What follows belongs to an exercise in optimizing a design on an open flow for small area; a production flow would make more cautious choices.
The RTL was checked by simulation tests, not by an equivalence proof against the original design.
Power is estimated from default activity; no workload was simulated.

==> design.v <==
`timescale 1ns / 1ps
module flexible_clock(input clk, input rst, output en_1h, output en_10h, output en_1k);
    reg [4:0] c26;       
    reg [11:0] c2500;    
    reg [3:0] c10;       
    wire c26_end = (c26 == 5'h09);
    wire c2500_end = (c2500 == 12'h206);
    wire c10_end = (c10 == 4'h9);
    assign en_1k = (c26 == 5'd0);
    assign en_10h = (c2500 == 12'd0);
    assign en_1h = en_10h && (c10 == 4'd0);
    always @ (posedge clk) begin
        if (rst) begin
            c26 <= 0;
            c2500 <= 0;
            c10 <= 0;
        end else begin
            c26 <= c26_end ? 5'd0 : {c26[3:0], ~(c26[4] ^ c26[2])};
            c2500 <= c2500_end ? 12'd0 : {c2500[10:0], ~(c2500[11] ^ c2500[5] ^ c2500[3] ^ c2500[0])};
            if (c2500_end) c10 <= c10_end ? 4'd0 : {c10[2:0], ~(c10[3] ^ c10[2])};
        end
    end
endmodule
`timescale 1ns / 1ps
module lsfr_32bit(input clk, input rst, input en, output reg [3:0] out);
    reg [31:0] tempOut;
    wire random = tempOut[31] ^ tempOut[21] ^ tempOut[1] ^ tempOut[0];
    wire [4:0] v = {out, 1'b0} + {4'd0, random} + (tempOut[31] ? 5'd7 : 5'd0);
    wire [4:0] v1 = (v >= 5'd22) ? v - 5'd22 : (v >= 5'd11) ? v - 5'd11 : v;
    always @ (posedge clk) begin
        if (rst) begin
            tempOut <= 1;
            out <= 1;
        end else if (en) begin
            tempOut <= {tempOut[30:0], random};
            out <= v1[3:0];
        end
    end
endmodule
`timescale 1ns / 1ps
module lfsr_12(
    input RST,
    input CLK,
    input EN,
    output reg [11:0] Q
    );
    always @ (posedge CLK) begin
        if (RST) begin
            Q <= 0;
        end
        else if (EN) begin
            Q <= { Q[10:6], ~(Q[5]^Q[11]), Q[4], ~(Q[3]^Q[11]), Q[2:0], Q[11] };
        end
    end
endmodule
`timescale 1ns / 1ps
module get_shot_result(
    input rng_rst,
    input en_10hz,
    input clk_25m,
    input [6:0] ball_x,
    output reg scored
    );
    wire [11:0] q;
    lfsr_12 ran_gen (rng_rst, clk_25m, en_10hz, q);
    wire [5:0] s = q[3:0] + q[7:4] + q[11:8];
    reg [2:0] m5;
    always @ (*) begin
        case (s)
            6'd0, 6'd5, 6'd10, 6'd15, 6'd20, 6'd25, 6'd30, 6'd35, 6'd40, 6'd45: m5 = 3'd0;
            6'd1, 6'd6, 6'd11, 6'd16, 6'd21, 6'd26, 6'd31, 6'd36, 6'd41: m5 = 3'd1;
            6'd2, 6'd7, 6'd12, 6'd17, 6'd22, 6'd27, 6'd32, 6'd37, 6'd42: m5 = 3'd2;
            6'd3, 6'd8, 6'd13, 6'd18, 6'd23, 6'd28, 6'd33, 6'd38, 6'd43: m5 = 3'd3;
            default: m5 = 3'd4;
        endcase
    end
    wire [3:0] r10 = (m5[0] == q[0]) ? {1'b0, m5} : {1'b0, m5} + 4'd5;
    reg [3:0] d10;
    always @ (*) begin
        if (ball_x >= 7'd120) d10 = 12;
        else if (ball_x >= 7'd110) d10 = 11;
        else if (ball_x >= 7'd100) d10 = 10;
        else if (ball_x >= 7'd90) d10 = 9;
        else if (ball_x >= 7'd80) d10 = 8;
        else if (ball_x >= 7'd70) d10 = 7;
        else if (ball_x >= 7'd60) d10 = 6;
        else if (ball_x >= 7'd50) d10 = 5;
        else if (ball_x >= 7'd40) d10 = 4;
        else if (ball_x >= 7'd30) d10 = 3;
        else if (ball_x >= 7'd20) d10 = 2;
        else if (ball_x >= 7'd10) d10 = 1;
        else d10 = 0;
    end
    always @ (posedge clk_25m) begin
        scored <= (d10 >= r10);
    end
endmodule
`timescale 1ns / 1ps
module left_right_toggler(
    input btnL,
    input btnR,
    input clk,
    input rst,
    input started,
    output reg [1:0] state
    );
    reg [32:0] debounce_counter;
    wire db_fb = debounce_counter[32] ^ debounce_counter[19] ^ (debounce_counter[31:0] == 32'd0);
    localparam [32:0] DB_2000 = 33'h0768b168;
    always @(posedge clk) begin
      if (rst) begin
        debounce_counter <= 0;
        state <= 0;
      end else begin
        if (btnL || btnR)
            debounce_counter <= {debounce_counter[31:0], db_fb};
        else
            debounce_counter <= 0;
        if (debounce_counter == DB_2000 && !started) begin
            if (btnL && state != 2'd0)
                state <= state - 2'd1;
            else if (btnR && state < 2'd2)
                state <= state + 2'd1;
        end
      end
    end
endmodule
`timescale 1ns / 1ps
module start_screen(
    input [6:0] x,
    input [5:0] y,
    input clk,
    input btnL,
    input btnR,
    input btnC,
    input reset,
    input rst,
    output reg [2:0] oled_data,
    output reg started,
    output reg [1:0] difficulty
    );
    localparam [2:0] black = 3'd0, white = 3'd1, orange = 3'd3, red = 3'd4, green = 3'd5, yellow = 3'd6;
    wire [1:0] difficulty_state;
    left_right_toggler difficulty_menu (.btnL(btnL),.btnR(btnR),.clk(clk),.rst(rst),.state(difficulty_state),.started(started));
    reg [32:0] debounce_counter;
    wire db_fb = debounce_counter[32] ^ debounce_counter[19] ^ (debounce_counter[31:0] == 32'd0);
    localparam [32:0] DB_2000 = 33'h0768b168;
    wire signed [8:0] sx = {2'b00, x};
    wire signed [8:0] sy = {3'b000, y};
    wire [6:0] adx = (x >= 7'd47) ? x - 7'd47 : 7'd47 - x;
    wire [5:0] ady = (y >= 6'd31) ? y - 6'd31 : 6'd31 - y;
    wire [6:0] u = (x < 7'd48) ? x : 7'd95 - x;
    reg circ;
    always @ (*) begin
        case (ady)
            6'd0, 6'd1: circ = (adx == 7'd8) || (u == 7'd20);
            6'd2, 6'd3: circ = (u == 7'd20);
            6'd4: circ = (adx == 7'd7);
            6'd5: circ = (adx == 7'd6);
            6'd6: circ = (adx == 7'd5) || (u == 7'd19);
            6'd7: circ = (adx == 7'd4);
            6'd8: circ = (adx <= 7'd1);
            6'd9: circ = (u == 7'd18);
            6'd12: circ = (u == 7'd16);
            6'd13: circ = (u == 7'd15);
            6'd14: circ = (u == 7'd14);
            6'd15: circ = (u == 7'd13);
            6'd16: circ = (u == 7'd12);
            6'd18: circ = (u == 7'd9);
            6'd19: circ = (u == 7'd6);
            6'd20: circ = (u <= 7'd3);
            default: circ = 1'b0;
        endcase
    end
    wire cline = (x == 7'd47) && y > 9 && y < 52;
    wire keys = (x > 0 && x < 10 && y > 22 && y < 24) || (x > 0 && x < 10 && y > 40 && y < 42) || (x > 8 && x < 11 && y > 22 && y < 42)
             || (x > 85 && x < 95 && y > 22 && y < 24) || (x > 85 && x < 95 && y > 40 && y < 42) || (x > 82 && x < 85 && y > 22 && y < 42);
    wire easy = (x > 30 && x < 37 && ((y > 50 && y < 52) || (y > 54 && y < 56) || (y > 58 && y < 60))) || (x > 30 && x < 33 && y > 50 && y < 60);
    wire signed [8:0] xmy = sx - sy;
    wire [7:0] xpy = x + y;
    wire mdm = (x > 42 && x < 45 && y > 50 && y < 60) || (xmy > -9'sd10 && xmy < -9'sd6 && x > 42 && x < 47)
               || (xpy > 100 && xpy < 104 && x > 47 && x < 52) || (x > 50 && x < 53 && y > 50 && y < 60);
    wire hard = (x > 58 && x < 61 && y > 50 && y < 60) || (x > 65 && x < 68 && y > 50 && y < 60) || (x > 58 && x < 68 && y > 54 && y < 56);
    wire sel = y > 60 && y < 63 && ((x > 30 && x < 37 && difficulty_state == 2'd0) || (x > 42 && x < 53 && difficulty_state == 2'd1)
                                   || (x > 58 && x < 68 && difficulty_state == 2'd2));
    always @ (posedge clk) difficulty <= difficulty_state;
    always @ (posedge clk) begin
      if (rst) begin
        oled_data <= black;
        started <= 0;
        debounce_counter <= 0;
      end else begin
        oled_data <= sel ? black : hard ? red : mdm ? yellow : easy ? green : (cline || circ || keys) ? white : orange;
        if (reset) started <= 0;
        if (started == 0) begin
            if (btnC)
                debounce_counter <= {debounce_counter[31:0], db_fb};
            else
                debounce_counter <= 0;
            if (debounce_counter == DB_2000)
                started <= 1;
        end
      end
    end
endmodule
`timescale 1ns / 1ps
module end_screen(
    input [6:0] x,
    input [5:0] y,
    input clk,
    input btnC,
    input win,
    input reset,
    input rst,
    output reg [2:0] oled_data,
    output reg restart
    );
    localparam [2:0] black = 3'd0, red = 3'd4, green = 3'd5, brown = 3'd7;
    reg [31:0] debounce;
    reg debounce_ge;
    wire db_fb = debounce[31] ^ debounce[21] ^ debounce[1] ^ debounce[0] ^ (debounce[30:0] == 31'd0);
    localparam [31:0] DB_1999 = 32'h91a947ae;    
    localparam [31:0] DB_LAST = 32'h80000000;    
    wire signed [9:0] sx = {3'b000, x};
    wire signed [9:0] sy = {4'b0000, y};
    wire signed [9:0] x2py = 2*sx + sy;
    wire signed [9:0] ym2x = sy - 2*sx;
    wire signed [9:0] ymx = sy - sx;
    wire signed [9:0] ypx = sy + sx;
    wire G = (x > 27 && x < 37 && y > 10 && y < 13) || (x > 27 && x < 30 && y > 10 && y < 20) || (x > 27 && x < 37 && y > 18 && y < 20)
          || (x > 34 && x < 37 && y > 15 && y < 20) || (x > 32 && x < 37 && y > 15 && y < 18);
    wire A = (x2py > 90 && x2py < 96 && x > 37 && x < 42) || (ym2x < -72 && ym2x > -76 && x >= 42 && x < 47)
          || (x > 37 && x < 47 && y > 13 && y < 15);
    wire M = (x > 47 && x < 50 && y > 10 && y < 20) || (x > 54 && x < 57 && y > 10 && y < 20)
          || (ymx < -35 && ymx > -39 && x > 47 && x < 52) || (ypx > 65 && ypx < 69 && x > 52 && x < 57);
    wire E1 = (x > 57 && x < 67 && y > 10 && y < 13) || (x > 57 && x < 60 && y > 10 && y < 20)
           || (x > 57 && x < 67 && y > 14 && y < 17) || (x > 57 && x < 67 && y > 18 && y < 20);
    wire O = (x > 27 && x < 36 && y > 21 && y < 23) || (x > 27 && x < 29 && y > 21 && y < 30)
          || (x > 27 && x < 36 && y > 27 && y < 30) || (x > 34 && x < 36 && y > 21 && y < 30);
    wire V = (ym2x > -54 && ym2x < -50 && x > 36 && x < 42) || (x2py > 112 && x2py < 116 && x > 41 && x < 46);
    wire E2 = (x > 48 && x < 57 && y > 21 && y < 24) || (x > 48 && x < 57 && y > 24 && y < 26)
           || (x > 48 && x < 57 && y > 28 && y < 30) || (x > 48 && x < 50 && y > 21 && y < 30);
    wire R = (x > 58 && x < 67 && y > 21 && y < 24) || (x > 58 && x < 60 && y > 21 && y < 30)
          || (x > 58 && x < 67 && y > 24 && y < 26) || (x > 65 && x < 67 && y > 21 && y < 26)
          || (ymx < -31 && ymx > -35 && x > 58 && x < 67);
    wire W = (ymx > 11 && ymx < 15 && x > 27 && x < 37) || (ypx > 85 && ypx < 89 && x > 37 && x < 47)
          || (ymx > -9 && ymx < -5 && x > 47 && x < 57) || (ypx > 105 && ypx < 109 && x > 57 && x < 67);
    wire L = (x > 45 && x < 49 && y > 40 && y < 50) || (x > 45 && x < 55 && y > 47 && y < 50);
    always @ (posedge clk) begin
        if (win && W) oled_data <= green;
        else if (!win && L) oled_data <= red;
        else if (G || A || M || E1 || O || V || E2 || R) oled_data <= black;
        else oled_data <= brown;
    end
    always @ (posedge clk) begin
      if (rst) begin
        restart <= 0;
        debounce <= 0;
        debounce_ge <= 0;
      end else begin
        if (reset) begin
            if (btnC) begin
                debounce <= {debounce[30:0], db_fb};
                if (debounce == DB_1999) debounce_ge <= 1;
                else if (debounce == DB_LAST) debounce_ge <= 0;
            end else begin
                debounce <= 0;
                debounce_ge <= 0;
            end
            if (debounce_ge) restart <= 1;
        end else restart <= 0;
      end
    end
endmodule
`timescale 1ns / 1ps
module score_tracker(
    input show_top_score,
    input clk_25Mhz_seg,
    input rst,
    input en,
    output [6:0] seg,
    output [3:0] an,
    input [5:0] score_player,
    input [5:0] score_ai
    );
    reg [5:0] highScore;
    reg [2:0] an_state;
    reg [3:0] seg_digit;
    reg [2:0] an_pos;
    wire [5:0] v;
    reg [3:0] v_tens;
    reg [5:0] v_units;
    always @ (*) begin
        if (v >= 6'd60) begin v_tens = 4'd6; v_units = v - 6'd60; end
        else if (v >= 6'd50) begin v_tens = 4'd5; v_units = v - 6'd50; end
        else if (v >= 6'd40) begin v_tens = 4'd4; v_units = v - 6'd40; end
        else if (v >= 6'd30) begin v_tens = 4'd3; v_units = v - 6'd30; end
        else if (v >= 6'd20) begin v_tens = 4'd2; v_units = v - 6'd20; end
        else if (v >= 6'd10) begin v_tens = 4'd1; v_units = v - 6'd10; end
        else begin v_tens = 4'd0; v_units = v; end
    end
    reg [6:0] seg_r;
    always @ (*) begin
        case (seg_digit)
            4'd0: seg_r = 7'b1000000;
            4'd1: seg_r = 7'b1111001;
            4'd2: seg_r = 7'b0100100;
            4'd3: seg_r = 7'b0110000;
            4'd4: seg_r = 7'b0011001;
            4'd5: seg_r = 7'b0010010;
            4'd6: seg_r = 7'b0000010;
            4'd7: seg_r = 7'b1111000;
            4'd8: seg_r = 7'b0000000;
            4'd9: seg_r = 7'b0010000;
            default: seg_r = 7'b1111111;
        endcase
    end
    assign seg = seg_r;
    wire top_digit = show_top_score ? (an_state == 3'd2 || an_state == 3'd1) : !an_state[2];
    assign v = show_top_score ? highScore : an_state[1] ? score_player : score_ai;
    wire tens = show_top_score ? an_state[1] : an_state[0];
    assign an = an_pos[2] ? 4'b1111 : ~(4'b0001 << an_pos[1:0]);
    always @ (posedge clk_25Mhz_seg) begin
      if (rst) begin
        seg_digit <= 4'd15;
        an_pos <= 3'd4;
        highScore <= 0;
        an_state <= 3;
      end else if (en) begin
        an_state <= an_state - 1;
        if (score_player > highScore) highScore <= score_player;
        if (top_digit) begin
            seg_digit <= tens ? v_tens : v_units[3:0];
            an_pos <= {1'b0, an_state[1:0]};
        end
      end
    end
endmodule
`timescale 1ns / 1ps
module display_bball_court(
    input [6:0] x,
    input [5:0] y,
    input clk,
    input rst,
    output reg [2:0] oled_data
    );
    localparam [2:0] black = 3'd0, white = 3'd1, blue = 3'd2, orange = 3'd3, red = 3'd4;
    always @ (posedge clk) begin
      begin
        if (x > 93 && y > 40 && y <= 60) oled_data <= white;
        else if (x > 93 && y > 30 && y <= 40) oled_data <= black;
        else if (x > 89 && y > 38 && y < 42) oled_data <= red;
        else if (y > 60) oled_data <= orange;
        else if (x < 2 && y > 40) oled_data <= white;
        else if (x < 2 && y > 30) oled_data <= black;
        else if (x < 6 && y > 38 && y < 42) oled_data <= red;
        else oled_data <= blue;
      end
    end
endmodule
`timescale 1ns / 1ps
module dunk_animation(
    input [6:0] x,
    input [5:0] y,
    input clk,
    input run,
    input rst,
    output reg [2:0] oled_data,
    output reg [1:0] animation_frame
    );
    localparam [2:0] black = 3'd0, white = 3'd1, blue = 3'd2, orange = 3'd3, red = 3'd4;
    reg [12:0] frame_rate_counter;
    wire wrap = (frame_rate_counter == 13'h6c1);
    wire [1:0] frame_next = run ? (wrap ? animation_frame + 2'd1 : animation_frame) : 2'd0;
    wire [1:0] f = run ? animation_frame : 2'd0;
    reg ball;
    always @ (*) begin
        case (f)
            2'd0: ball = x > 35 && x < 45 && y > 0 && y < 10;
            2'd1: ball = x > 35 && x < 45 && y > 10 && y < 20;
            2'd2: ball = x > 35 && x < 45 && y > 20 && y < 30;
            default: ball = x > 35 && x < 45 && y > 30 && y < 40;
        endcase
    end
    wire hoop_red = x > 30 && x < 50 && y > 20 && y < 25;
    wire hoop_black = (x > 50 && x < 53 && y > 0 && y < 22) || (x > 48 && x < 50 && y > 22 && y < 40)
                   || (x > 40 && x < 43 && y > 22 && y < 40) || (x > 30 && x < 33 && y > 22 && y < 40)
                   || (x > 30 && x < 53 && y > 28 && y < 30) || (x > 30 && x < 53 && y > 34 && y < 37);
    wire hoop_white = x > 50 && x < 53 && y > 22 && y < 63;
    always @ (posedge clk) begin
      begin
        frame_rate_counter <= (run && !wrap) ? {frame_rate_counter[11:0], ~(frame_rate_counter[12] ^ frame_rate_counter[3] ^ frame_rate_counter[2] ^ frame_rate_counter[0])} : 0;
        animation_frame <= frame_next;
        oled_data <= hoop_red ? red : hoop_black ? black : hoop_white ? white : ball ? orange : blue;
      end
    end
endmodule
`timescale 1ns / 1ps
module miss_animation(
    input [6:0] x,
    input [5:0] y,
    input clk,
    input run,
    input rst,
    output reg [2:0] oled_data,
    output reg [1:0] animation_frame
    );
    localparam [2:0] black = 3'd0, white = 3'd1, blue = 3'd2, orange = 3'd3, red = 3'd4;
    reg [13:0] frame_rate_counter;
    wire wrap = (frame_rate_counter == 14'h3ff3);
    wire [1:0] frame_next = run ? (wrap ? animation_frame + 2'd1 : animation_frame) : 2'd0;
    wire [1:0] f = frame_next;
    reg ball;
    always @ (*) begin
        case (f)
            2'd0: ball = x > 5 && x < 15 && y > 10 && y < 20;
            2'd1: ball = x > 15 && x < 25 && y > 0 && y < 10;
            2'd2: ball = x > 25 && x < 35 && y > 10 && y < 20;
            default: ball = x > 15 && x < 25 && y > 0 && y < 10;
        endcase
    end
    wire hoop_red = x > 30 && x < 50 && y > 20 && y < 25;
    wire hoop_black = (x > 50 && x < 53 && y > 0 && y < 22) || (x > 48 && x < 50 && y > 22 && y < 40)
                   || (x > 40 && x < 43 && y > 22 && y < 40) || (x > 30 && x < 33 && y > 22 && y < 40)
                   || (x > 30 && x < 53 && y > 28 && y < 30) || (x > 30 && x < 53 && y > 34 && y < 37);
    wire hoop_white = x > 50 && x < 53 && y > 22 && y < 63;
    always @ (posedge clk) begin
      begin
        frame_rate_counter <= (run && !wrap) ? {frame_rate_counter[12:0], ~(frame_rate_counter[13] ^ frame_rate_counter[4] ^ frame_rate_counter[2] ^ frame_rate_counter[0])} : 0;
        animation_frame <= frame_next;
        oled_data <= hoop_red ? red : hoop_black ? black : hoop_white ? white : ball ? orange : blue;
      end
    end
endmodule
`timescale 1ns / 1ps
module score_animation(
    input [6:0] x,
    input [5:0] y,
    input clk,
    input run,
    input rst,
    output reg [2:0] oled_data,
    output reg [1:0] animation_frame
    );
    localparam [2:0] black = 3'd0, white = 3'd1, blue = 3'd2, orange = 3'd3, red = 3'd4;
    reg [13:0] frame_rate_counter;
    wire wrap = (frame_rate_counter == 14'h3ff3);
    wire [1:0] frame_next = run ? (wrap ? animation_frame + 2'd1 : animation_frame) : 2'd0;
    wire [1:0] f = frame_next;
    reg ball;
    always @ (*) begin
        case (f)
            2'd0: ball = x > 15 && x < 25 && y > 10 && y < 20;
            2'd1: ball = x > 25 && x < 35 && y > 0 && y < 10;
            2'd2: ball = x > 35 && x < 45 && y > 10 && y < 20;
            default: ball = x > 35 && x < 45 && y > 30 && y < 40;
        endcase
    end
    wire hoop_red = x > 30 && x < 50 && y > 20 && y < 25;
    wire hoop_black = (x > 50 && x < 53 && y > 0 && y < 22) || (x > 48 && x < 50 && y > 22 && y < 40)
                   || (x > 40 && x < 43 && y > 22 && y < 40) || (x > 30 && x < 33 && y > 22 && y < 40)
                   || (x > 30 && x < 53 && y > 28 && y < 30) || (x > 30 && x < 53 && y > 34 && y < 37);
    wire hoop_white = x > 50 && x < 53 && y > 22 && y < 63;
    always @ (posedge clk) begin
      begin
        frame_rate_counter <= (run && !wrap) ? {frame_rate_counter[12:0], ~(frame_rate_counter[13] ^ frame_rate_counter[4] ^ frame_rate_counter[2] ^ frame_rate_counter[0])} : 0;
        animation_frame <= frame_next;
        oled_data <= hoop_red ? red : hoop_black ? black : hoop_white ? white : ball ? orange : blue;
      end
    end
endmodule
`timescale 1ns / 1ps
module player(
    input signed [7:0] dx,
    input signed [6:0] dy,
    input clk,
    input rst,
    output reg [1:0] oled_data
    );
    wire inx = dx >= 0 && dx <= 2;
    always @(posedge clk) begin
        if (rst) oled_data <= 2'd0;
        else if (inx && dy >= 0 && dy <= 2) oled_data <= 2'd1;
        else if (inx && dy >= 3 && dy <= 7) oled_data <= 2'd2;
    end
endmodule
`timescale 1ns / 1ps
module Top_Student (input clk, input rst, input btnC, btnU, btnL, btnR, btnD, input [12:0] pixel_index,
    output reg [15:0] pixel_data, output reg [9:0] led, output [6:0] seg, output [3:0] an);
    wire clk_25m = clk;
    wire en_1h;
    wire en_10h;
    wire en_1k;
    localparam [3:0] C_BLACK = 4'd0, C_ORANGE = 4'd11;
    reg [3:0] oled_data;
    always @ (*) begin
        case (oled_data)
            4'd0: pixel_data = 16'b00000_000000_00000;
            4'd1: pixel_data = 16'b11111_111111_11111;
            4'd2: pixel_data = 16'b00001_101011_11010;
            4'd3: pixel_data = 16'b11101_011110_00001;
            4'd4: pixel_data = 16'b11100_000111_00010;
            4'd5: pixel_data = 16'b00010_100101_00001;
            4'd6: pixel_data = 16'b11010_110110_00001;
            4'd7: pixel_data = 16'b10100_011001_00001;
            4'd8: pixel_data = 16'b11110_110101_10101;
            4'd9: pixel_data = 16'b00000_000000_11111;
            4'd10: pixel_data = 16'b00000_111111_00000;
            default: pixel_data = 16'b11111_100000_00000;
        endcase
    end
    wire [7:0] h = pixel_index[12:5];
    reg [5:0] row;
    reg [1:0] hm3;
    always @ (*) begin
        row = h / 3;
        hm3 = h - 3 * row;
    end
    wire [6:0] col = {hm3, pixel_index[4:0]};
    reg [5:0] game_timer;
    wire [2:0] start_screen_data;
    wire [2:0] end_screen_data;
    wire [2:0] bball_court_data;
    wire [2:0] scored_screen_data;
    wire [2:0] missed_screen_data;
    wire [2:0] dunked_screen_data;
    wire game_started;
    wire game_restart;
    wire [25:0] gravity = 90;
    wire [5:0] arc_max_height = (63 - 40);
    reg [10:0] player_speed;    
    wire ps_end = (player_speed == 11'h7ef);
    reg [6:0] ball_initial_grav;    
    reg [5:0] player_row;
    reg [5:0] player_row_cur;  
    reg [6:0] player_col;
    wire [5:0] hoop_height = (63 - 20);
    wire [6:0] hoop_width = 3;
    wire [5:0] player_jump_max_height = 20;
    reg [4:0] player_curr_jump;
    wire [3:0] player_height = 8;
    wire [1:0] player_width = 2;
    reg [5:0] player_hand_row;
    wire [1:0] ball_height = 1;
    wire [1:0] ball_width = 1;
    reg [6:0] ball_col;
    reg [5:0] ball_posvert_difference;
    reg [5:0] ball_negvert_difference;
    reg [6:0] initial_ball_col;
    reg [6:0] initial_ball_row;
    reg [5:0] ball_posvert_counter;
    reg [11:0] ball_row;
    reg [6:0] distance_to_basket;
    reg is_shot;
    reg playerHasBall;
    reg player_is_jumping;
    reg [25:0] player_jump_speed;
    reg [4:0] player_grav;          
    reg [7:0] ball_grav;            
    wire [11:0] player_grav_v = 12'd10 + player_grav * 7'd90;
    wire [14:0] ball_grav_v = 15'd1 + ball_grav * 7'd90;
    reg player_direction;  
    reg playerHasScored;
    wire playerHasScoredTemp;
    wire [1:0] aiState;
    wire [1:0] diffLevel;
    wire [6:0] shootingRange;
    wire [6:0] defendRange;
    wire [6:0] attackRange;
    wire [6:0] aggressiveness;
    wire isAggressive;
    wire canSteal;
    wire [2:0] stealChance;
    reg aiHasBall, isLooseBall, reset, canScore;
    reg aiDirection;  
    reg [6:0] aiLeft;
    wire [6:0] aiRight = aiLeft + 7'd2;    
    reg [5:0] aiTop;
    wire [5:0] aiBottom = aiTop + 6'd8;    
    reg [6:0] aiDistanceToBasket;
    reg aiShotBall;
    wire aiHasScored;
    reg aiIsJumping;
    reg aiShotResult;
    wire [5:0] aiMaxJumpHeight;
    reg [5:0] aiCurrHeight;
    reg [25:0] aiJumpSpeed;
    reg [25:0] aiGrav;
    reg [31:0] counter;
    wire [3:0] randomCounter;
    wire [31:0] aiSpeed;
    wire [31:0] boost;
    parameter defending = 2'b00;
    parameter attacking = 2'b01;
    parameter shooting = 2'b10;
    parameter waiting = 2'b11;
    parameter easy = 2'b00;
    parameter normal = 2'b01;
    parameter hard = 2'b10;
    parameter left = 1;
    parameter right = 0;
    reg [31:0] ballSpeed;
    reg [5:0] aiScore;
    reg [5:0] playerScore;
    reg outcome;  
    reg game_end;
    reg resetGame;
    reg isDunkAni;
    reg isShootAni;
    reg isMissAni;
    wire [1:0] dunkFrame;
    wire [1:0] missFrame;
    wire [1:0] shootFrame;
    wire [1:0] player_data;
    wire [1:0] ai_data;
    wire [3:0] player_code = {|player_data, 2'b00, player_data[1]};    
    wire [3:0] ai_code = {|ai_data, 1'b0, ai_data[1], 1'b0};            
    reg playerShotResult;
    reg playerShotPos_gt85;    
    flexible_clock time_base (.clk(clk), .rst(rst), .en_1h(en_1h), .en_10h(en_10h), .en_1k(en_1k));
    lsfr_32bit ai_rng_unit (.clk(clk), .rst(rst), .en(en_1h), .out(randomCounter));
    start_screen start_unit (.x(col), .y(row), .clk(clk), .rst(rst), .btnL(btnL), .btnR(btnR), .btnC(btnD), .oled_data(start_screen_data),
                             .started(game_started), .difficulty(diffLevel), .reset(resetGame));
    end_screen end_unit (.x(col), .y(row), .clk(clk), .rst(rst), .btnC(btnD), .win(outcome), .oled_data(end_screen_data), .restart(game_restart), .reset(game_end));
    score_tracker score_tracker_unit (.show_top_score(!game_started), .clk_25Mhz_seg(clk), .rst(rst), .en(en_1k), .seg(seg[6:0]), .an(an), .score_player(playerScore), .score_ai(aiScore));
    get_shot_result score_unit (.rng_rst(rst), .en_10hz(en_10h), .clk_25m(clk), .ball_x(player_col), .scored(playerHasScoredTemp));
    display_bball_court bball_court (.x(col), .y(row), .clk(clk), .rst(rst), .oled_data(bball_court_data));
    dunk_animation dunk (.x(col), .y(row), .clk(clk), .rst(rst), .run(isDunkAni), .oled_data(dunked_screen_data), .animation_frame(dunkFrame));
    miss_animation miss (.x(col), .y(row), .clk(clk), .rst(rst), .run(isMissAni), .oled_data(missed_screen_data), .animation_frame(missFrame));
    score_animation score (.x(col), .y(row), .clk(clk), .rst(rst), .run(isShootAni), .oled_data(scored_screen_data), .animation_frame(shootFrame));
    player player_unit (.dx(dc_p), .dy(dr_p), .clk(clk), .rst(rst), .oled_data(player_data));
    player ai_unit (.dx(dc_a), .dy(dr_a), .clk(clk), .rst(rst), .oled_data(ai_data));
    wire signed [7:0] dc_p = $signed({1'b0, col}) - $signed({1'b0, player_col});
    wire signed [6:0] dr_p = $signed({1'b0, row}) - $signed({1'b0, player_row});
    wire signed [6:0] dr_h = $signed({1'b0, row}) - $signed({1'b0, player_hand_row});
    wire signed [7:0] dc_a = $signed({1'b0, col}) - $signed({1'b0, aiLeft});
    wire signed [6:0] dr_a = $signed({1'b0, row}) - $signed({1'b0, aiTop});
    wire signed [7:0] dc_ar = $signed({1'b0, col}) - $signed({1'b0, aiRight});
    wire signed [7:0] dc_b = $signed({1'b0, col}) - $signed({1'b0, ball_col});
    wire signed [12:0] dr_b = $signed({7'd0, row}) - $signed({1'b0, ball_row});
    wire in_player = dr_p >= 0 && dr_p <= 8 && dc_p >= 0 && dc_p <= 2;
    wire in_hand_r = dr_h >= 0 && dr_h <= 1 && dc_p >= 2 && dc_p <= 3;
    wire in_hand_l = dr_h >= 0 && dr_h <= 1 && dc_p >= -1 && dc_p <= 0;
    wire in_ball = dr_b >= 0 && dr_b <= 1 && dc_b >= 0 && dc_b <= 1;                     
    wire ai_rows = aiTop <= 6'd55 && dr_a >= 0 && dr_a <= 8;                              
    wire in_ai = ai_rows && aiLeft <= 7'd125 && dc_a >= 0 && dc_a <= 2;                    
    wire in_ai_wide = ai_rows && aiLeft >= 7'd1 && aiLeft <= 7'd125 && dc_a >= -1 && dc_a <= 3;
    wire ai_hand_rows = dr_a >= 2 && dr_a <= 3;
    wire in_ai_hand_l = ai_hand_rows && aiLeft >= 7'd1 && dc_a >= -1 && dc_a <= 0;
    wire in_ai_hand_r = ai_hand_rows && dc_ar >= 0 && dc_ar <= 1;
    wire signed [9:0] p_bound = $signed({3'd0, distance_to_basket[6:1]}) + $signed({3'd0, initial_ball_col}) + $signed({4'd0, ball_negvert_difference[5:1]}) - $signed({4'd0, ball_posvert_difference[5:1]});
    wire p_up = p_bound[9] || ($signed({3'd0, ball_col}) < p_bound);
    wire signed [9:0] a_bound = $signed({4'd0, aiDistanceToBasket[6:1]}) - $signed({4'd0, ball_negvert_difference[5:1]}) + $signed({4'd0, ball_posvert_difference[5:1]});
    wire a_up = !a_bound[9] && ($signed({3'd0, ball_col}) > a_bound);
    wire cnt_hi = |counter[31:11];
    wire [10:0] cnt_lo = counter[10:0];
    wire ai_move_def = cnt_hi || (diffLevel == 2'd1 ? cnt_lo >= 11'd1033 : diffLevel == 2'd2 ? cnt_lo >= 11'd833 : cnt_lo >= 11'd1233);
    wire ai_move_att = cnt_hi || (diffLevel == 2'd1 ? (isAggressive ? cnt_lo >= 11'd983 : cnt_lo >= 11'd1033) :
                                  diffLevel == 2'd2 ? (isAggressive ? cnt_lo >= 11'd733 : cnt_lo >= 11'd833) : cnt_lo >= 11'd1233);
    wire ai_shoot_cond = (diffLevel == 2'd1 ? aiLeft <= 7'd50 : diffLevel == 2'd2 ? aiLeft <= 7'd55 : aiLeft <= 7'd40)
                         && (aiLeft < 7'd2 || {1'b0, player_col} + 8'd4 < {1'b0, aiLeft});
    wire ai_dunk_cond = (diffLevel == 2'd1 ? aiLeft <= 7'd15 : diffLevel == 2'd2 ? aiLeft <= 7'd17 : aiLeft <= 7'd12);
    reg led_off, led0_clr;
    wire [25:0] aiGrav_step = aiGrav + (aiIsJumping ? 26'd90 : -26'd90);
    wire ball_up = aiShotBall ? a_up : p_up;
    wire [11:0] ball_row_step = ball_row + (ball_up ? 12'hfff : 12'd1);
    always @ (posedge clk) begin
      if (rst) begin
        game_timer <= 59;
        led_off <= 1;
        led0_clr <= 0;
      end else if (en_1h) begin
        led_off <= 0;
        if (!game_started) begin
            game_timer <= 59;
            led0_clr <= 0;
        end
        else begin
            if (game_timer == 0) led0_clr <= 1;
            if (game_timer > 0) begin
                game_timer <= game_timer - 1;
            end
        end
      end
    end
    always @ (*) begin
        led[0] = !led_off && !led0_clr;
        led[1] = !led_off && game_timer >= 6'd1;
        led[2] = !led_off && game_timer >= 6'd2;
        led[3] = !led_off && game_timer >= 6'd3;
        led[4] = !led_off && game_timer >= 6'd4;
        led[5] = !led_off && game_timer >= 6'd5;
        led[6] = !led_off && game_timer >= 6'd6;
        led[7] = !led_off && game_timer >= 6'd7;
        led[8] = !led_off && game_timer >= 6'd8;
        led[9] = !led_off && game_timer >= 6'd9;
    end
    always @ (posedge clk) player_hand_row <= player_row + 2;
    always @ (posedge clk_25m) begin
      player_row_cur = player_row;
      if (rst) begin
        player_speed <= 0;
        ball_initial_grav <= 0;
        player_row <= 52;
        player_col <= 15;
        player_curr_jump <= 0;
        ball_col <= 0;
        ball_posvert_difference <= 0;
        ball_negvert_difference <= 0;
        initial_ball_col <= 0;
        initial_ball_row <= 0;
        ball_posvert_counter <= 0;
        ball_row <= 0;
        distance_to_basket <= 0;
        is_shot <= 0;
        playerHasBall <= 1;
        player_is_jumping <= 0;
        player_jump_speed <= 0;
        player_grav <= 0;
        ball_grav <= 0;
        player_direction <= 0;
        aiLeft <= 90;
        aiTop <= 52;
        aiDistanceToBasket <= 0;
        aiShotBall <= 0;
        aiIsJumping <= 0;
        aiShotResult <= 0;
        aiCurrHeight <= 0;
        aiJumpSpeed <= 0;
        aiGrav <= 0;
        counter <= 0;
        ballSpeed <= 0;
        aiScore <= 0;
        playerScore <= 0;
        outcome <= 0;
        game_end <= 0;
        resetGame <= 0;
        isDunkAni <= 0;
        isShootAni <= 0;
        isMissAni <= 0;
        playerShotResult <= 0;
        playerShotPos_gt85 <= 0;
        playerHasScored <= 0;
        aiHasBall <= 0;
        isLooseBall <= 0;
        reset <= 0;
        canScore <= 0;
        aiDirection <= 0;
        oled_data <= 0;
      end else begin
        counter <= counter + 1;
        player_jump_speed <= (player_jump_speed == {14'd0, player_grav_v}) ? 0 : player_jump_speed + 1;
        ballSpeed <= (ballSpeed == {17'd0, ball_grav_v}) ? 0 : ballSpeed + 1;
        aiJumpSpeed <= (aiJumpSpeed == 10 + aiGrav) ? 0 : aiJumpSpeed + 1;
        player_speed <= ps_end ? 11'd0 : {player_speed[9:0], ~(player_speed[10] ^ player_speed[8])};
        if (~game_started && ~game_end) begin
            oled_data <= {1'b0, start_screen_data};
            resetGame <= 0;
            aiScore <= 0;
            playerScore <= 0;
            reset <= 1;
            playerHasBall <= 1;
            is_shot <= 0;
            aiIsJumping <= 0;
            aiShotBall <= 0;
            aiHasBall <= 0;
            isLooseBall <= 0;
            aiShotResult <= 0;
            ball_grav <= 0;
            player_grav <= 0;
            aiGrav <= 0;
            distance_to_basket <= 0;
            ball_posvert_counter <= 0;
            ball_negvert_difference <= 0;
            ball_posvert_difference <= 0;
            ball_initial_grav <= 0;
            playerShotResult <= 0;
        end
        else if (game_started && !game_end) begin
            if (game_timer == 0 && !is_shot && !aiShotBall && !aiCurrHeight && !player_curr_jump && !aiIsJumping && !player_is_jumping) begin
                outcome <= aiScore > playerScore ? 0 : 1;
                game_end <= 1;
            end
            if (reset) begin
                reset <= 0;
                aiLeft <= 90;
                player_col <= 15;
                isLooseBall <= 0;
                isDunkAni <= 0;
                isShootAni <= 0;
                isMissAni <= 0;
                canScore <= 0;
                aiShotResult <= 0;
                playerShotResult <= 0;
                player_row <= 52;
            end
            if (!reset) begin
                oled_data <= {1'b0, bball_court_data};
                if (in_player) begin
                    oled_data <= player_code;
                end    
                if (in_hand_r && player_direction == 0 && playerHasBall) begin
                    ball_col <= player_col + player_width;
                    initial_ball_col <= ball_col;
                    ball_row <= player_hand_row;
                    initial_ball_row <= ball_row;
                    distance_to_basket <= (95 - ball_col);
                    oled_data <= C_ORANGE;
                end
                else if (in_hand_l && player_direction == 1 && playerHasBall) begin
                    ball_col <= player_col + player_width;
                    initial_ball_col <= ball_col;
                    ball_row <= player_hand_row;
                    initial_ball_row <= ball_row;
                    distance_to_basket <= (95 - ball_col);            
                    oled_data <= C_ORANGE;
                end
                else if (is_shot && in_ball) begin
                    oled_data <= C_ORANGE;
                end
                if (btnR && btnL) begin
                end
                else if (ps_end && btnR) begin
                    player_col <= (player_col + player_width + ball_width == 95) ? 92 : player_col + 1;
                    player_direction <= 0;
                end
                else if (ps_end && btnL) begin
                    player_col <= (player_col - ball_width == 0) ? 1 : player_col - 1;
                    player_direction <= 1;
                end
                if (btnU && player_curr_jump == 0) begin
                    player_is_jumping <= 1;
                end
                if (player_is_jumping) begin
                    if (player_jump_speed == 0) begin
                        player_grav <= player_grav + 5'd1;
                        player_curr_jump <= player_curr_jump + 1;
                        player_row <= (player_row == 0) ? 0 : player_row - 1;
                    end     
                    if (player_curr_jump == player_jump_max_height) begin
                        player_is_jumping <= 0;
                    end
                end
                else if (player_jump_speed == 0 && ~player_is_jumping) begin
                    player_grav <= (player_grav == 0) ? 5'd0 : player_grav - 5'd1;
                    player_row_cur = (player_row + player_height == 60) ? 52 : player_row + 1;
                    player_row <= player_row_cur;
                    if (player_row_cur == 52) begin
                        player_curr_jump <= 0;
                        player_grav <= 0;
                    end
                end
                if (btnC && playerHasBall) begin
                    is_shot <= 1;
                    if (playerHasScoredTemp) begin
                        playerHasScored <= 1;
                        playerShotPos_gt85 <= (player_col + 7'd2) > 7'd85;
                    end else begin
                        playerHasScored <= 0;
                    end
                    playerHasBall <= 0;
                    isLooseBall <= 1;
                    aiHasBall <= 0;
                end
                if (is_shot) begin
                    if (ballSpeed == 0) begin
                        ball_posvert_difference <= (initial_ball_row < hoop_height) ? hoop_height - initial_ball_row : 0;
                        ball_initial_grav <= (initial_ball_row < 7'd43) ? {6'd43 - initial_ball_row[5:0], 1'b0} : 7'd0;
                        ball_negvert_difference <= (initial_ball_row > hoop_height) ? initial_ball_row - hoop_height : 0;
                        if (p_up) begin
                            ball_grav <= ball_initial_grav + ball_posvert_counter;
                            ball_posvert_counter <= ball_posvert_counter + 1;
                            ball_row <= ball_row_step;
                        end
                        else begin
                            ball_grav <= (ball_grav == 0) ? 8'd0 : ball_grav - 8'd1;
                            ball_row <= ball_row_step;                
                        end
                    end
                    if (ps_end) begin
                        ball_col <= (ball_col + ball_width >= 92) ? 92 : ball_col + 1;
                    end
                    if (ball_col >= 92) begin
                        if (playerShotResult == 0) begin
                            playerShotResult <= 1;
                            if (playerHasScored) begin
                                if (playerShotPos_gt85) isDunkAni <= 1;
                                else isShootAni <= 1;
                            end else isMissAni <= 1;
                        end
                        if (dunkFrame == 3 || shootFrame == 3 || missFrame == 3) begin
                            if (dunkFrame == 3 || shootFrame == 3) playerScore <= playerScore + 1;
                            playerHasBall <= 0;
                            aiHasBall <= 1;
                            is_shot <= 0;
                            ball_grav <= 0;
                            ball_posvert_counter <= 0;
                            isLooseBall <= 0;
                            reset <= 1;
                            isDunkAni <= 0;
                            isMissAni <= 0;
                            isShootAni <= 0;
                            playerShotResult <= 0;
                            playerHasScored <= 0;
                            if (game_timer == 0) begin
                                outcome <= aiScore > playerScore ? 0 : 1;
                                game_end <= 1;
                            end
                        end
                    end
                end
                if (~playerHasBall && ~is_shot && ~aiShotBall && btnD && player_row_cur + player_height >= ball_row && player_row_cur <= ball_row + ball_height && player_col <= ball_col + ball_width && player_col + player_width >= ball_col) begin
                    playerHasBall <= 1;
                    aiHasBall <= 0;
                end
                if (aiState == defending) begin
                    if (ai_move_def) begin  
                        counter <= 0;
                        if ((aiLeft < player_col + defendRange && aiRight < 95)) begin  
                            aiLeft <= aiLeft + 1;
                            aiDirection <= right;
                        end else if ((aiLeft > player_col + player_width + defendRange && aiRight > 48) || (player_direction == left && player_col + player_width < 30)) begin
                            aiLeft <= aiLeft - 1;
                            aiDirection <= left;
                        end
                    end
                    if (in_ai) begin  
                        oled_data <= ai_code;
                    end
                    if (canSteal && (aiLeft <= player_col + player_width && aiLeft >= player_col || aiRight <= player_col + player_width && aiRight >= player_col) &&
                        aiTop <= ball_row)  
                    begin
                        playerHasBall <= 0;
                        aiHasBall <= 1;
                    end
                end else if (aiState == attacking) begin
                    if (in_ai_wide) begin  
                        if (in_ai) oled_data <= ai_code;
                        if (aiDirection == left && in_ai_hand_l && ~aiShotBall) begin
                            ball_col <= aiLeft - 1;
                            ball_row <= aiTop + 2;
                            initial_ball_col <= ball_col;
                            aiDistanceToBasket <= ball_col;
                            initial_ball_row <= ball_row;
                            oled_data <= C_ORANGE;
                        end else if (aiDirection == right && in_ai_hand_r && ~aiShotBall) begin
                            ball_col <= aiRight;
                            ball_row <= aiTop + 2;
                            initial_ball_col <= ball_col;
                            aiDistanceToBasket <= ball_col;
                            initial_ball_row <= ball_row;                            
                            oled_data <= C_ORANGE;
                        end
                    end
                    if (ai_move_att) begin  
                        counter <= 0;
                        if (aiLeft < player_col + player_width + attackRange || aiLeft > 80 || player_col + player_width <= 50 || isAggressive) begin
                            aiLeft <= aiLeft - 1;
                            aiDirection <= left;
                        end else begin
                            aiLeft <= aiLeft + 1;
                            aiDirection <= right;
                        end
                    end
                    if (ai_shoot_cond && !isAggressive) begin  
                        canScore <= 1;
                        aiIsJumping <= 1;
                    end
                    else if (ai_dunk_cond) begin
                        canScore <= 1;
                    end
                end else if (aiState == shooting) begin
                    if (ai_dunk_cond) begin  
                        if (aiShotResult == 0) begin
                            aiShotResult <= 1;
                            if (aiHasScored) begin
                                aiScore <= aiScore + 1;
                                isDunkAni <= 1;
                            end else begin
                                isMissAni <= 1;
                            end
                        end
                        if (isDunkAni) oled_data <= {1'b0, dunked_screen_data};
                        else if (isMissAni) oled_data <= {1'b0, missed_screen_data};
                        if (dunkFrame == 3 || missFrame == 3) begin
                            canScore <= 0;
                            playerHasBall <= 1;
                            aiHasBall <= 0;
                            reset <= 1;
                            isDunkAni <= 0;
                            isMissAni <= 0;
                            aiShotResult <= 0;
                            if (game_timer == 0) begin
                                outcome <= aiScore > playerScore ? 0 : 1;
                                game_end <= 1;
                            end
                        end
                    end else begin  
                        if (in_ai) oled_data <= ai_code;
                        if (in_ball) oled_data <= C_ORANGE;
                    end
                end else if (aiState == waiting) begin
                    if (in_ai) oled_data <= ai_code;  
                end
                if (aiIsJumping) begin
                    if (aiJumpSpeed == 0) begin
                        aiGrav <= aiGrav_step;
                        aiTop <= aiTop - 1;
                        ball_row <= aiTop + 2;
                        initial_ball_row <= ball_row;                            
                        ball_col <= aiLeft - 1;
                        aiDistanceToBasket <= ball_col;
                        aiCurrHeight <= aiCurrHeight + 1;
                    end
                    if (aiCurrHeight == aiMaxJumpHeight) begin
                        aiIsJumping <= 0;
                        if (aiHasBall) begin
                            aiShotBall <= 1;
                        end
                    end
                end else if (aiJumpSpeed == 0 && ~aiIsJumping) begin
                    aiGrav <= (aiGrav == 26'd0) ? 26'd0 : aiGrav_step;
                    if (aiTop < 52) begin
                        aiTop <= aiTop + 1;
                    end else begin
                        aiGrav <= 0;
                        aiCurrHeight <= 0;
                    end
                end
                if (aiShotBall) begin
                    if (ballSpeed == 0) begin
                        ball_posvert_difference <= (initial_ball_row < hoop_height) ? hoop_height - initial_ball_row : 0;
                        ball_initial_grav <= (initial_ball_row < 7'd43) ? {6'd43 - initial_ball_row[5:0], 1'b0} : 7'd0;
                        ball_negvert_difference <= (initial_ball_row > hoop_height) ? initial_ball_row - hoop_height : 0;
                        if (a_up) begin
                            ball_grav <= ball_initial_grav + ball_posvert_counter;
                            ball_posvert_counter <= ball_posvert_counter + 1;
                            ball_row <= ball_row_step;
                        end
                        else begin
                            ball_grav <= (ball_grav == 0) ? 8'd0 : ball_grav - 8'd1;
                            ball_row <= ball_row_step;                
                        end
                    end
                    if (ps_end) begin
                        ball_col <= (ball_col == 0) ? 0 : ball_col - 1;
                    end                
                        if (ball_col <= 3) begin
                            if (aiShotResult == 0) begin
                                aiShotResult <= 1;
                                if (aiHasScored) begin
                                    aiScore <= aiScore + 1;
                                    isShootAni <= 1;
                                end else begin
                                    isMissAni <= 1;
                                end
                            end
                            if (shootFrame == 3 || missFrame == 3) begin
                                playerHasBall <= 1;
                                aiHasBall <= 0;
                                aiShotBall <= 0;
                                canScore <= 0;
                                ball_grav <= 0;
                                ball_posvert_counter <= 0;                                
                                reset <= 1;
                                isShootAni <= 0;
                                isMissAni <= 0;
                                aiShotResult <= 0;
                                if (game_timer == 0) begin
                                    outcome <= aiScore > playerScore ? 0 : 1;
                                    game_end <= 1;
                                end
                            end
                        end
                    if (isShootAni) oled_data <= {1'b0, scored_screen_data};
                    else if (isMissAni) oled_data <= {1'b0, missed_screen_data};
                end
                if (is_shot) begin
                    if (isShootAni) oled_data <= {1'b0, scored_screen_data};
                    else if (isDunkAni) oled_data <= {1'b0, dunked_screen_data};
                    else if (isMissAni) oled_data <= {1'b0, missed_screen_data};
                end
            end
        end
        else if (game_end) begin
            oled_data <= {1'b0, end_screen_data};
            if (game_restart) begin
                resetGame <= 1;
                game_end <= 0;
            end
        end
      end
    end
    assign shootingRange = diffLevel == easy ? 40 : diffLevel == normal ? 50 : diffLevel == hard ? 55 : 40;
    assign defendRange = diffLevel == easy ? 7 : diffLevel == normal ? 3 : diffLevel == hard ? 1 : 8;
    assign attackRange = diffLevel == easy ? 8 : diffLevel == normal ? 5 : diffLevel == hard ? 3 : 8;
    assign aiHasScored = canScore ? diffLevel == easy ? randomCounter <= 3 : diffLevel == normal ? randomCounter <= 6 :
                         diffLevel == hard ? randomCounter <= 9 : 0 : 0;
    assign aggressiveness = diffLevel == easy ? 0 : diffLevel == normal ? 3 : diffLevel == hard ? 6 : 0;
    assign isAggressive = diffLevel == easy ? 0 : randomCounter <= aggressiveness ? 1 : 0;
    assign stealChance = diffLevel == easy ? 0 : diffLevel == normal ? 3 : diffLevel == hard ? 6 : 0;
    assign canSteal = diffLevel == easy ? 0 : randomCounter <= stealChance ? 1 : 0;
    assign boost = diffLevel == easy ? 0 : diffLevel == normal ? 50 : diffLevel == hard ? 100 : 0;
    assign aiMaxJumpHeight = diffLevel == easy ? 15 : diffLevel == normal ? 18 : diffLevel == hard ? 22 : 15;
    assign aiSpeed = diffLevel == easy ? 1233 : diffLevel == normal ? 1033 : diffLevel == hard ? 833 : 1233;
    assign aiState = playerHasBall ? defending : aiHasBall ? canScore ? shooting : attacking : isLooseBall ? waiting : defending;
endmodule
==> flow/run.sh <==
#!/bin/bash
# Own layout flow: the standard synthesis, then the combinational logic
# between the registers is re-mapped with a stronger ABC script (registers,
# their names and cell types are kept as the standard synthesis made them),
# then the standard layout from the re-mapped netlist.
set -euo pipefail
W=$(pwd)
P=${FLOW_PLATFORM:-sky130hd}
R=$W/orfs/results/$P/Top_Student/base
L=$W/orfs/logs/$P/Top_Student/base
LIB=$FLOW_HOME/platforms/$P/lib/sky130_fd_sc_hd__tt_025C_1v80.lib
YOSYS=$FLOW_HOME/../tools/install/yosys/bin/yosys
[ -x "$YOSYS" ] || YOSYS=yosys

bash standard.sh synth > std_synth.log 2>&1

cp $R/1_2_yosys.v $W/std_1_2_yosys.v
DU=$(grep -o -- "-dont_use [A-Za-z0-9_]*" $L/1_2_yosys.log | sort -u | tr '\n' ' ')
SEQ="$(grep -o "sky130_fd_sc_hd__[a-z0-9_]*" $W/std_1_2_yosys.v | sort -u | grep -E "__(df|ed|sd|dl)" | tr '\n' ' ') sky130_fd_sc_hd__conb_1"

# reopt ROUND IN SEED...: one ABC run per seed (its deepsyn step is seeded),
# in parallel; the smallest result becomes $W/best_ROUND.v
reopt() {
  local round=$1 in=$2; shift 2
  for S in "$@"; do
    sed -e "s#@LIB@#$LIB#g" -e "s#@DU@#$DU#g" -e "s#@SEQ@#$SEQ#g" -e "s#@IN@#$in#g" \
        -e "s#@OUT@#$W/reopt_${round}_$S.v#g" -e "s#@SEED@#$S#g" $W/flow/reopt.ys.in > $W/reopt_${round}_$S.ys
    $YOSYS -l $W/reopt_${round}_$S.log $W/reopt_${round}_$S.ys > /dev/null 2>&1 &
  done
  wait
  local best="" besta=""
  for S in "$@"; do
    local a
    a=$(grep "Chip area for top module" $W/reopt_${round}_$S.log | tail -1 | awk '{print $NF}')
    [ -n "$a" ] && [ -s $W/reopt_${round}_$S.v ] || continue
    if [ -z "$best" ] || awk "BEGIN{exit !($a < $besta)}"; then best=$S; besta=$a; fi
  done
  echo "round $round: kept ABC run $best, area $besta" >> $W/reopt_choice.log
  cp $W/reopt_${round}_$best.v $W/best_$round.v
  echo "$besta" > $W/best_$round.area
}
reopt 1 $W/std_1_2_yosys.v 1 2 3
reopt 2 $W/best_1.v 4 5 6
reopt 3 $W/best_2.v 7 8 9

FINAL=$W/best_1.v; FA=$(cat $W/best_1.area)
for r in 2 3; do
  if awk "BEGIN{exit !($(cat $W/best_$r.area) < $FA)}"; then FINAL=$W/best_$r.v; FA=$(cat $W/best_$r.area); fi
done
echo "using $FINAL" >> $W/reopt_choice.log
cp $FINAL $R/1_2_yosys.v
rm -f $R/1_synth.odb $R/1_synth.sdc
# every port still gets a buffer (buffer_ports in global placement), the
# smallest one, which is plenty for these ports at this clock period
bash standard.sh finish "BUFFER_PORTS_ARGS=-buffer_cell sky130_fd_sc_hd__buf_1" > std_finish.log 2>&1
==> flow/reopt.ys.in <==
read_liberty -ignore_miss_func @LIB@
read_verilog @IN@
hierarchy -top Top_Student
setattr -mod -set keep_hierarchy 1 @SEQ@
flatten
opt -full
abc -liberty @LIB@ @DU@ -script +strash;&get,-n;&fraig,-x;&put;scorr;dc2;strash;&get,-n;&deepsyn,-T,300,-S,@SEED@;&put;&get,-n;&dch,-f;&nf,-R,1000;&put
opt_clean -purge
hilomap -singleton -hicell sky130_fd_sc_hd__conb_1 HI -locell sky130_fd_sc_hd__conb_1 LO
splitnets
insbuf -buf sky130_fd_sc_hd__buf_4 A X
opt_clean -purge
stat -liberty @LIB@
select Top_Student
write_verilog -noattr -noexpr -nohex -nodec -selected @OUT@
==> standard.sh <==
#!/bin/bash
# synth_recipe.tcl (not shown) runs the flow's synth.tcl, then flattens the netlist and writes it again
# the make line also repeats each setting of config.mk as NAME=value (left out here)
make -C /OpenROAD-flow-scripts/flow DESIGN_CONFIG=/design/flow/config.mk WORK_HOME=/design/flow/orfs CLKGATE_MAP_FILE= SYNTH_SCRIPT=/design/flow/synth_recipe.tcl "${@:-finish}"
==> config.mk <==
export PLATFORM = sky130hd
export DESIGN_NAME = Top_Student
export DESIGN_NICKNAME = Top_Student
export VERILOG_FILES = /design/flow/design.v
export SDC_FILE = /design/flow/constraint.sdc
export NUM_CORES = 4
export LEC_CHECK = 0
export CAP_MARGIN = 20
export CORE_MARGIN = 2
export CORE_UTILIZATION = 60
export CTS_CLUSTER_DIAMETER = 100
export CTS_CLUSTER_SIZE = 30
export GPL_TIMING_DRIVEN = 0
export SLEW_MARGIN = 20
==> constraint.sdc <==
create_clock -name core_clock -period 35.0 [get_ports {clk}]
set_input_delay 7.0000 -clock core_clock [delete_from_list [all_inputs] [get_ports {clk}]]
set_output_delay 7.0000 -clock core_clock [all_outputs]
set_load 0.01 [all_outputs]
==> results of run 1 <==
## sequential cells by signal, summed over array words and instances (netlist names), 7 cells and up
| name | cells |
|---|---|
| start_unit.debounce_counter | 33 |
| start_unit.difficulty_menu.debounce_counter | 33 |
| ai_rng_unit.tempOut | 32 |
| ballSpeed | 32 |
| counter | 32 |
| end_unit.debounce | 32 |
| aiJumpSpeed | 26 |
| player_jump_speed | 26 |
| aiGrav | 25 |
| miss.frame_rate_counter | 14 |
| score.frame_rate_counter | 14 |
| dunk.frame_rate_counter | 13 |
| ball_row | 12 |
| score_unit.ran_gen.Q | 12 |
| time_base.c2500 | 12 |
| player_speed | 11 |
| ball_grav | 8 |
| aiLeft | 7 |
| ball_col | 7 |
| ball_initial_grav | 7 |
| initial_ball_col | 7 |
| initial_ball_row | 7 |
| player_col | 7 |
| seg | 7 |
## per-layer routing
metal | track usage [%] | part of all wire, % | routed length, um | vias up
met5 | 0 | 0 | 0 | -
met4 | 13.6 | 4.1 | 3860 | 0
met3 | 4.14 | 8.7 | 8220 | 263
met2 | 54.0 | 45 | 42200 | 1539
met1 | 47.0 | 43 | 40500 | 14700
li1 | - | - | - | 14700
## final cells by class
type | instances | area, um^2
inverters | 108 | 407
clock inverters | 7 | 93.8
repair buffers | 69 | 400
clock buffers | 26 | 639
flip-flops and latches | 584 | 11700
multi-input cells | 3253 | 19100
well taps | 680 | 851
diodes | 1 | 2.50
fillers | 4530 | 18100
## worst max-delay path: cells and delay by family
| family | cells | cell delay [ns] |
|---|---|---|
| compound gates | 12 | 4.25 |
| xor+xnor | 2 | 1.01 |
| simple gates | 12 | 4.79 |
| buf+inv | 4 | 1.07 |
## where the power goes
group          leakage [uW]  switching [uW]  internal [uW]
Combinational       0.00676             114           54.9
Clock              0.000358             221            138
Sequential          0.00472            14.1            675
Total                0.0118             348            868
## placed cells by master (no fill, tap or decap), drive strengths merged, types with 31 or more instances in the layout
cell and n:
dfxtp 584, nor2 450, nand2 421, a21oi 338, o21ai 297, xnor2 213, nor3 169, a22o 144
and2 129, clkinv 109, and3 98, nand3 92, xor2 77, nand2b 70, nor4 68, buf 68
nor2b 56, a31oi 52, nand4 47, o22ai 43, a211oi 38, o211ai 34, or2 31
## how the worst min path moves through the flow
stage | from | endpoint | slack, ns
finish | end_unit.oled_data[2] | oled_data[2] | 0.45
floorplan | start_unit.difficulty_menu.state[1] | start_unit.difficulty[1] | 0.39
global route | start_unit.difficulty_menu.debounce_counter[28] | start_unit.difficulty_menu.debounce_counter[29] | 0.47
detailed placement | start_unit.difficulty_menu.debounce_counter[28] | start_unit.difficulty_menu.debounce_counter[29] | 0.45
global placement | start_unit.difficulty_menu.debounce_counter[18] | start_unit.difficulty_menu.debounce_counter[19] | 0.44
CTS | end_unit.oled_data[2] | oled_data[2] | 0.45
## stage by stage
step / hold slack [ns] / utilization (%)
floorplan: 0.385 / -
global placement: 0.436 / 62.7
detailed placement: 0.451 / 63.3
CTS: 0.446 / 64.7
global route: 0.467 / 64.7
finish: 0.449 / 64.7
==> Flow_metrics.wiki, run 1 <==
{| class="wikitable"
! Metric !! Value
|-
| Dominant cell type by count on the critical path || sky130_fd_sc_hd__a21oi_1
|-
| Critical Path Source || pixel_index[12]
|-
| Ys Warns || 14
|-
| Ratio of total power to cell area || 36.6 nW/um^2
|-
| Time the final worst path needs with I/O delays and setup || 17.65 ns
|-
| Peak ir drop on the vdd network || 42.9 uV
|-
| Tcrit/Tclk final || 50.4%
|-
| Signed area change from the synthesized netlist to the final layout || 6.71%
|-
| Setup repair after global routing missed its margin || false
|-
| Cell area after placement || 32,500 um^2
|-
| Ratio of cells with drive above 1 in the final layout || 1.68%
|-
| Reg-to-Reg End || ball_row[3]
|-
| Status || timing/DRC/antenna clean
|-
| Total via count after detailed routing || 31,300
|-
| Worst EP required || 35.50 ns
|-
| FF-to-FF Start || aiLeft[1]
|-
| Peak Freq || 56.7 MHz
|-
| I/O pin cnt || 57
|-
| Delay contributed by the slowest stage of the critical path || 0.79 ns
|-
| Overall power consumption || 1220 uW
|-
| Final setup violation count || 0
|-
| Capture point of the worst path || ball_row[3]
|-
| Initial drt markers || 3,847
|-
| Number of buffers inserted by hold repair at cts || 0
|-
| Leakage power summed over all cells || 0.0118 uW
|-
| Final Non-Filler Cells || 4,728
|-
| Max-slew violations || 0
|-
| Cts repair resizes || 0
|-
| Clock-pin slew of the registers on the worst-case setup and hold paths || 0.12 ns
|-
| Detail Route Antenna Nets || 0
|-
| Post-CTS setup repair buffer count || 0
|-
| Vias in the first global route || 28,600
|-
| Crit path capture type || flip-flop
|-
| Max-cap check violation count || 0
|-
| Drt via density || 6.61
|-
| Total routing resource utilization after global routing || 34.0%
|-
| Number of cells on the worst reg-to-reg path || 19
|-
| Global-route wire length before repair || 150,000 um
|-
| Placeable core region || 51,300 um^2
|-
| Initial Utilization || 60.7%
|-
| Detailed-routing iteration count for the pre-antenna-repair pass || 9
|-
| Final number of hold-violating endpoints || 0
|-
| Flop-to-flop setup slack || 28.28 ns
|-
| Post-Synthesis Net Count || 3,965
|-
| Quantity of I/O buffers inserted on ports || 56
|-
| PnR worst setup slack || 17.35 ns
|-
| Chip width || 232 um
|-
| Cells after DPL || 4,692
|-
| Number of H-tree levels || 1
|-
| Insertion delay of the later-clocked pin in the worst-skew pair || 0.63 ns
|-
| Cell depth of the worst hold path || 2
|-
| Cell count after synthesis || 3,945
|-
| Overflow left after global routing || 0
|-
| Slew HR || 22.0%
|-
| Worst Setup Slack post-DPL || 16.68 ns
|-
| Worst slew pin tran || 1.17 ns
|-
| Placer's final routability congestion estimate || 1.06
|-
| TritonCTS clock tree || done
|-
| Element type at the critical path start || input pin
|-
| Data arrival time of the critical path || 18.15 ns
|-
| Worst Setup Path Type || input pin to flip-flop
|-
| Final nets || 4,061
|-
| Buffer depth of the longest clock path || 3
|-
| Cell area after layout || 33,200 um^2
|-
| TritonCTS Buffers || 25
|-
| Worst Skew || 0.0521 ns
|-
| Clock root cell || sky130_fd_sc_hd__clkbuf_16
|-
| Summed negative setup slack over all endpoints || 0 ns
|-
| Die Footprint || 53,700 um^2
|-
| Pin count of the biggest net entering global routing || 38
|-
| Die extent in y || 232 um
|-
| CP Max Fanout || 24
|-
| Overall routed net length || 94,800 um
|-
| Half-perimeter wire length of the detailed placement result || 68,900 um
|-
| Slowest stage cell on the critical path || sky130_fd_sc_hd__xor2_1
|-
| Number of antenna violations at the first check in global routing || 1
|-
| DRC violation count after routing || 0
|-
| Post-synthesis cell area || 31,100 um^2
|-
| Mean cell area of the mapped netlist || 7.89 um^2
|-
| Cell Rows || 83
|-
| Average routed wire per standard cell || 20.0 um
|-
| Hold crit path type || flip-flop to flip-flop
|-
| Clk sinks || 584
|}
==> run 2, diff against run 1 <==
--- a/flow/run.sh
+++ b/flow/run.sh
@@ -42,9 +42,11 @@
 reopt 1 $W/std_1_2_yosys.v 1 2 3
 reopt 2 $W/best_1.v 4 5 6
 reopt 3 $W/best_2.v 7 8 9
+reopt 4 $W/best_3.v 10 11 12
+reopt 5 $W/best_4.v 13 14 15
 
 FINAL=$W/best_1.v; FA=$(cat $W/best_1.area)
-for r in 2 3; do
+for r in 2 3 4 5; do
   if awk "BEGIN{exit !($(cat $W/best_$r.area) < $FA)}"; then FINAL=$W/best_$r.v; FA=$(cat $W/best_$r.area); fi
 done
 echo "using $FINAL" >> $W/reopt_choice.log
--- a/flow/reopt.ys.in
+++ b/flow/reopt.ys.in
@@ -4,7 +4,7 @@
 setattr -mod -set keep_hierarchy 1 @SEQ@
 flatten
 opt -full
-abc -liberty @LIB@ @DU@ -script +strash;&get,-n;&fraig,-x;&put;scorr;dc2;strash;&get,-n;&deepsyn,-T,300,-S,@SEED@;&put;&get,-n;&dch,-f;&nf,-R,1000;&put
+abc -liberty @LIB@ @DU@ -script +strash;&get,-n;&fraig,-x;&put;scorr;dc2;strash;&get,-n;&deepsyn,-T,240,-S,@SEED@;&put;&get,-n;&dch,-f;&nf,-R,1000;&put
 opt_clean -purge
 hilomap -singleton -hicell sky130_fd_sc_hd__conb_1 HI -locell sky130_fd_sc_hd__conb_1 LO
 splitnets
==> Flow_metrics.wiki, run 2 <==
{| class="wikitable"
! Metric !! Value
|-
| Dominant cell type by count on the critical path || sky130_fd_sc_hd__nand2_1
|-
| Average routed wire per standard cell || 18.7 um (-6.7%)
|-
| Time the final worst path needs with I/O delays and setup || 17.58 ns (-0.0749 ns)
|-
| Buffer depth of the longest clock path || 3 (unchanged)
|-
| Post-CTS setup repair buffer count || 0 (unchanged)
|-
| Overall routed net length || 89,400 um (-5.7%)
|-
| Max-slew violations || 0 (unchanged)
|-
| Area of combinational cells with multiple inputs || 19,400 um^2 (+1.2%)
|-
| Number of antenna violations at the first check in global routing || 1 (unchanged)
|-
| Leakage power summed over all cells || 0.0120 uW (+1.3%)
|-
| Initial drt markers || 3,031 (-21%)
|-
| Peak ir drop on the vdd network || 53.7 uV (+25%)
|-
| Number of cells on the worst reg-to-reg path || 17 (-2)
|-
| Ys Warns || 14 (unchanged)
|-
| Number of buffers inserted by hold repair at cts || 0 (unchanged)
|-
| TritonCTS clock tree || done
|-
| Final number of hold-violating endpoints || 0 (unchanged)
|-
| Slowest stage cell on the critical path || sky130_fd_sc_hd__nor4_2
|-
| Pin count of the biggest net entering global routing || 35 (-7.9%)
|-
| Worst Setup Path Type || input pin to flip-flop
|-
| Clock root cell || sky130_fd_sc_hd__clkbuf_16
|-
| Quantity of I/O buffers inserted on ports || 56 (unchanged)
|-
| Flop-to-flop setup slack || 27.60 ns (-0.68 ns)
|-
| Ratio of total power to cell area || 36.5 nW/um^2 (-0.20%)
|-
| Overflow left after global routing || 0 (unchanged)
|-
| Global-route wire length before repair || 142,000 um (-5.7%)
|-
| Cell Rows || 83 (unchanged)
|-
| Most common cell after layout, fill and taps aside || sky130_fd_sc_hd__dfxtp_1
|-
| Ant. Diodes || 0 (-1)
|-
| Largest regs || start_unit.debounce_counter (33), start_unit.difficulty_menu.debounce_counter (33)
|-
| Die Footprint || 54,000 um^2 (+0.59%)
|-
| Chip width || 232 um (+0.29%)
|-
| Delay contributed by the slowest stage of the critical path || 0.85 ns (+0.06 ns)
|-
| Drt via density || 6.36 (-3.8%)
|-
| Detail Route Antenna Nets || 0 (unchanged)
|-
| Cell count after synthesis || 3,996 (+1.3%)
|-
| Worst Skew || 0.0348 ns (-0.0173 ns)
|-
| Final setup violation count || 0 (unchanged)
|-
| Max-cap check violation count || 0 (unchanged)
|-
| Worst slew pin tran || 1.23 ns (+0.0648 ns)
|-
| Mean cell area of the mapped netlist || 7.84 um^2 (-0.68%)
|-
| Placeable core region || 51,400 um^2 (+0.20%)
|-
| Signed area change from the synthesized netlist to the final layout || 6.86%
|-
| Die extent in y || 232 um (+0.29%)
|-
| Placer's final routability congestion estimate || 1.01 (-4.1%)
|-
| Insertion delay of the later-clocked pin in the worst-skew pair || 0.64 ns (about the same)
|-
| Layout filler cell count || 4,662 (+2.9%)
|-
| Slew HR || 18.0% (-4.0 points)
|-
| Ratio of cells with drive above 1 in the final layout || 1.68% (+0.0043 points)
|-
| Reg-to-Reg End || ball_row[6]
|-
| Setup repair after global routing missed its margin || false
|-
| DRC violation count after routing || 0 (unchanged)
|-
| Top library cells by usage in the layout, fill and taps aside || 584 x sky130_fd_sc_hd__dfxtp_1, 472 x sky130_fd_sc_hd__nor2_1, 433 x sky130_fd_sc_hd__nand2_1
|-
| Number of H-tree levels || 1 (unchanged)
|-
| Cts repair resizes || 0 (unchanged)
|-
| Clock-pin slew of the registers on the worst-case setup and hold paths || 0.13 ns (about the same)
|-
| FF-to-FF Start || player_col[1]
|-
| Register Area || 11,700 um^2 (unchanged)
|-
| Tcrit/Tclk final || 50.2% (-0.21 points)
|-
| Critical Path Source || pixel_index[10]
|-
| Endpoint of the worst hold path || time_base.c2500[7]
|-
| Worst EP required || 35.51 ns (about the same)
|-
| Peak Freq || 56.9 MHz (+0.43%)
|-
| Half-perimeter wire length of the detailed placement result || 64,700 um (-6.0%)
|-
| I/O pin cnt || 57 (unchanged)
|-
| Element type at the critical path start || input pin
|-
| Cell depth of the worst hold path || 1 (-1)
|-
| Initial Utilization || 60.9% (+0.24 points)
|-
| Data arrival time of the critical path || 18.09 ns (-0.06 ns)
|-
| Post-synthesis cell area || 31,300 um^2 (+0.60%)
|-
| Cells after DPL || 4,742 (+1.1%)
|-
| Status || timing/DRC/antenna clean
|-
| Post-Synthesis Net Count || 4,016 (+1.3%)
|-
| Crit path capture type || flip-flop
|-
| Detailed-routing iteration count for the pre-antenna-repair pass || 8 (-1)
|-
| Hold crit path type || flip-flop to flip-flop
|-
| Total routing resource utilization after global routing || 31.8% (-2.2 points)
|-
| Summed negative setup slack over all endpoints || 0 ns (unchanged)
|-
| Hold wc startpoint || time_base.c2500[6]
|-
| Final Non-Filler Cells || 4,776 (+1.0%)
|-
| Clk sinks || 584 (unchanged)
|-
| Total via count after detailed routing || 30,400 (-2.9%)
|-
| CP Max Fanout || 22 (-8.3%)
|-
| TritonCTS Buffers || 25 (unchanged)
|-
| Final nets || 4,110 (+1.2%)
|-
| Vias in the first global route || 27,000 (-5.7%)
|}
## run 2: stage by stage
stage / hold WS [ns] / worst slack, ns / power [uW] / util (%) / instance area (um^2)
after floorplan: 0.376 / 20.54 / 809 / - / 31300
after global placement: 0.435 / 15.65 / 860 / 63.0 / 32400
after detailed placement: 0.436 / 17.24 / 864 / 63.5 / 32700
after CTS: 0.463 / 17.84 / 1230 / 65.0 / 33400
after global routing: 0.477 / 16.95 / 1270 / 65.1 / 33500
final: 0.455 / 17.42 / 1220 / 65.1 / 33500
## run 2: worst max-delay path by stage
stage               cells past startpoint  slack, ns     endpoint
global placement                       27      15.65  ball_row[6]
floorplan                              27      20.54  ball_row[6]
finish                                 28      17.42  ball_row[6]
CTS                                    28      17.84  ball_row[6]
detailed placement                     27      17.24  ball_row[6]
global route                           29      16.95  ball_row[6]
## run 2: final cells by class
cell class	instances	area share, %
clock buffer	26	1.88
clock inverter	7	0.415
inverter	105	1.18
multi-input combinational	3307	57.8
sequential	584	34.9
tap	680	2.54
timing repair buffer	67	1.19
## run 2: report_power, final
part,switching (uW),internal (uW),leakage [uW]
Sequential,14.2,675,0.00472
Clock,224,144,0.000373
Combinational,111,54.1,0.00690
Total,349,873,0.0120
## run 2: per-layer routing
metal,global-route usage [%],up-vias,share of wire (%)
li1,-,14900,-
met1,44.5,14100,45
met2,49.4,1182,43
met3,5.04,228,8.2
met4,11.2,2,3.6
met5,0,-,0.012
## run 2: worst max-delay path, delay by kind of cell
kind,cells,cell delay [ns]
mux,1,0.53
compound gates,8,2.87
simple gates,14,5.44
xor+xnor,4,1.44
buf+inv,1,0.78
